Source: an optimization exercise on an open RTL-to-GDS flow (aim: small area, a short achievable clock period and few clock cycles per item). Production flows keep margins and buffers that such runs may drop. Where RTL was checked, it was by simulation tests only, not by an equivalence proof against the original.

run C:
==> flow/design.v (excerpt) <==
module mandel_engine (
    input             clk,
    input             reset,      
    input             start,      
    input  [31:0]     x,          
    input  [31:0]     y,          
    input  [20:0]     delta,      
    output            busy,       
    output reg        wr_en,      
    output reg [8:0]  wr_addr,    
    output reg [15:0] wr_data     
);
Size: about 6800 cells after synthesis, about 120 I/O pins, about 72000 um2 of cells after synthesis.
==> flow/config.mk <==
export PLATFORM = sky130hd
export DESIGN_NAME = mandel_engine
export DESIGN_NICKNAME = mandel_engine
export VERILOG_FILES = /design/flow/design.v
export SDC_FILE = /design/flow/constraint.sdc
export NUM_CORES = 4
export LEC_CHECK = 0
export CAP_MARGIN = 20
export CORE_MARGIN = 2
export CORE_UTILIZATION = 50
export CTS_CLUSTER_DIAMETER = 100
export CTS_CLUSTER_SIZE = 25
export SLEW_MARGIN = 20
export SYNTH_HIERARCHICAL = 1
export SYNTH_MINIMUM_KEEP_SIZE = 0
==> flow/constraint.sdc <==
create_clock -name core_clock -period 20.0 [get_ports {clk}]
set_input_delay 4.0000 -clock core_clock [delete_from_list [all_inputs] [get_ports {clk}]]
set_output_delay 4.0000 -clock core_clock [all_outputs]
set_load 0.01 [all_outputs]
standard.sh (not shown) runs the stock make flow with config.mk's settings and CLKGATE_MAP_FILE= SYNTH_SCRIPT=/design/flow/synth_recipe.tcl, a recipe that flattens the netlist after the stock synthesis.
==> flow/flow/run.sh <==
#!/bin/bash
# Standard ORFS layout, with two changes to how it is made (the SDC, the
# period and the constraints are the standard flow's, unchanged):
#  - timing repair is asked to leave MARGIN ns of setup slack, so it
#    optimises the paths as if the clock were faster than the 20 ns it is
#    signed off at;
#  - the port buffers that the standard flow inserts on every input and
#    output are plain buf cells (buffer_ports -buffer_cell).
# Each make run writes its full output to its own log here; ORFS keeps the
# per-step logs under orfs/logs.
set -euo pipefail
MARGIN=${MARGIN:-15}
PORTBUF=${PORTBUF:-sky130_fd_sc_hd__buf_1}
bash standard.sh synth > synth.log 2>&1
bash standard.sh SETUP_SLACK_MARGIN=$MARGIN "BUFFER_PORTS_ARGS=-buffer_cell $PORTBUF" finish > layout.log 2>&1
Run C went all the way through synthesis, placement and routing and the layout is clean on timing, DRC and antenna.
Testbench counts of run C, summed over its fixed seeds: cycles 4,210,944, pixels 98,304.
What run G does differently from run C at the input level:
diff --git a/flow/design.v b/flow/design.v
--- a/flow/design.v
+++ b/flow/design.v
@@ -6236,45 +6236,44 @@
 reg        ini;           
 reg [31:0] gc;            
 reg [31:0] gdn;           
 reg [20:0] dr;            
 reg [8:0]  gw;            
 reg        gv;            
 assign busy = running;
 wire [31:0] sum_c;       
 wire       row_end = (gw[3:0] == 4'd15);
 wire       dir     = gw[4];
 wire [8:0] gwa     = {gw[8:4], dir ? ~gw[3:0] : gw[3:0]};
 reg [30:0] ra, rb;        
-reg        sa, sb;        
 reg [31:0] dab;           
 reg [31:0] c0, d0;        
 reg [7:0]  k0;            
 reg        e0;            
 reg        f0;            
-reg [63:0] sv0;           
+reg [62:0] sv0;           
 reg [1:0]  pi0;           
 reg [8:0]  wa0;           
 reg [11:0] p30;           
 reg        act0;
 reg [31:0] xan, yan;          
 reg [31:0] xbn, ybn;          
 reg        ca, cb;            
 reg [30:0] xabn, yabn;        
 reg        cab;
 reg        z1;                
 reg        cyc1;
 reg [31:0] c1, d1;
 reg [7:0]  k1;                
-reg [63:0] sv1;
+reg [62:0] sv1;
 reg [1:0]  pi1;
 reg [8:0]  wa1;
 reg [11:0] p31;
 reg        act1;
 wire [33:0] txa, tya, txb, tyb, txab, tyab;
 me_sqc  sqa (.r(ra), .X(txa), .Y(tya));            
 me_sqc  sqb (.r(rb), .X(txb), .Y(tyb));            
 me_mulc mab (.r(ra), .D(dab), .X(txab), .Y(tyab));   
 wire tca  = (~txa[1] & ~tya[1])   | ((~txa[1] | ~tya[1])   & ~txa[0] & ~tya[0]);
 wire tcb  = (~txb[1] & ~tyb[1])   | ((~txb[1] | ~tyb[1])   & ~txb[0] & ~tyb[0]);
 wire tcab = (~txab[1] & ~tyab[1]) | ((~txab[1] | ~tyab[1]) & ~txab[0] & ~tyab[0]);
 wire big_a = (ra >= 31'h10100000) & (ra < 31'h2D000000);
@@ -6290,25 +6289,25 @@
 wire [3:0] pm = (kk > 8'd133) ? 4'd15 : (
                 (kk > 8'd96)  ? 4'd14 : (
                 (kk > 8'd69)  ? 4'd13 : (
                 (kk > 8'd50)  ? 4'd12 : (
                 (kk > 8'd36)  ? 4'd11 : (
                 (kk > 8'd26)  ? 4'd10 : (
                 (kk > 8'd19)  ? 4'd9  : (
                 (kk > 8'd13)  ? 4'd8  : (
                 (kk > 8'd10)  ? 4'd7  : (
                 (kk >= 8'd7)  ? 4'd6  : (
                 (kk >= 8'd5)  ? 4'd5  : kk[3:0] ))))))))));
 wire [3:0] pix = (f0 & ~e0) ? 4'd0 : pm;
-wire [63:0] st = {sa, ra, sb, rb};
+wire [62:0] st = {ra, dab};
 wire cmp_en = (k0[7:3] != 5'd0) & ~nw;
 wire save   = (k0[2:0] == 3'd7);
 always @(posedge clk) begin
     xan  <= txa[33:2];  yan  <= tya[33:2];  ca  <= tca;
     xbn  <= txb[33:2];  ybn  <= tyb[33:2];  cb  <= tcb;
     xabn <= txab[32:2]; yabn <= tyab[32:2]; cab <= tcab;
     z1   <= nw;
     cyc1 <= cmp_en & (st == sv0);
     sv1  <= save ? st : sv0;
     if (nw) begin
         c1 <= inword ? sum_c : gc;
         d1 <= inword ? d0 : gdn;
@@ -6349,26 +6348,26 @@
 wire esc = ~z1 & (e29[29] ? (eh1 != ek) : (eh0 != ek));
 wire [31:0] au, av, bu, bv;
 me_suma  suma  (.xa(xa_g), .ya(ya_g), .xbn(xbn_g), .ybn(ybn_g), .c(c1), .ca(ca_g), .cbn(~cb_g), .U(au), .V(av));
 me_sumnb sumnb (.xn(xabn_g), .yn(yabn_g), .dn(d1), .cabn(~cab_g), .U(bu), .V(bv));
 wire [31:0] an, nbn, pan, pnb;
 me_addp adda (.x(au), .y(av), .S(an), .P(pan));      
 me_addp addb (.x(bu), .y(bv), .S(nbn), .P(pnb));     
 wire [31:0] bn = nbn ^ pnb;                        
 wire [30:0] an_abs = an[30:0]  ^ ({31{an[31]}}  & pan[30:0]);
 wire [30:0] bn_abs = nbn[30:0] ^ ({31{nbn[31]}} & pnb[30:0]);    
 wire [31:0] dab_n  = nbn ^ ({32{~an[31]}} & pnb);                
 always @(posedge clk) begin
-    ra  <= an_abs;  sa <= an[31];
-    rb  <= bn_abs;  sb <= bn[31];
+    ra  <= an_abs;
+    rb  <= bn_abs;
     dab <= dab_n;
     c0  <= c1;      d0 <= d1;
     k0  <= k1;
     e0  <= esc;
     f0  <= esc | cyc1 | (k1 == 8'd255);
     sv0 <= sv1;
     pi0 <= pi1;
     wa0 <= wa1;
     p30 <= p31;
     act0 <= reset ? 1'b0 : act1;
 end
 wire        cneg = ini | dir;
==> comparison <==
- Higher number of diodes added for antenna fixing was reported by run G, not run C.
- From run C to run G the numbers moved as follows: via count of the first global-routing pass went up 2.1%; arrival time of data at the critical path endpoint moved up.
For run G, only the layout was checked, not whether the RTL still works.

==> what the ideal ports hide <==
The results above use ideal ports. As a check the final layouts listed here were re-extracted and re-timed, cells and wires unchanged. Step 1 (the two cells are an assumption about what drives the block):
set clk [get_ports {clk}]
set_driving_cell -lib_cell sky130_fd_sc_hd__clkbuf_16 $clk
set_driving_cell -lib_cell sky130_fd_sc_hd__buf_2 [delete_from_list [all_inputs] $clk]
Step 2 moves the port delays by t, midway between the first and last clock arrival at a register: inputs arrive t later, outputs are due t later. That takes back most of the time a late clock gives input paths. Slacks: ideal ports / drivers / drivers and shift; pairs: ideal ports / drivers.
run	t (ns)	setup slack, ns	worst hold slack (ns)	worst setup path at the end	worst slew at a driven data input, ns
run C	0.720	14.897 / 14.814 / 14.986	0.320 / 0.320 / 0.320	register to register	0.07
run G	0.760	14.850 / 14.769 / 14.985	0.321 / 0.321 / 0.321	register to register	0.06
After both steps setup and hold are still met in every run listed.
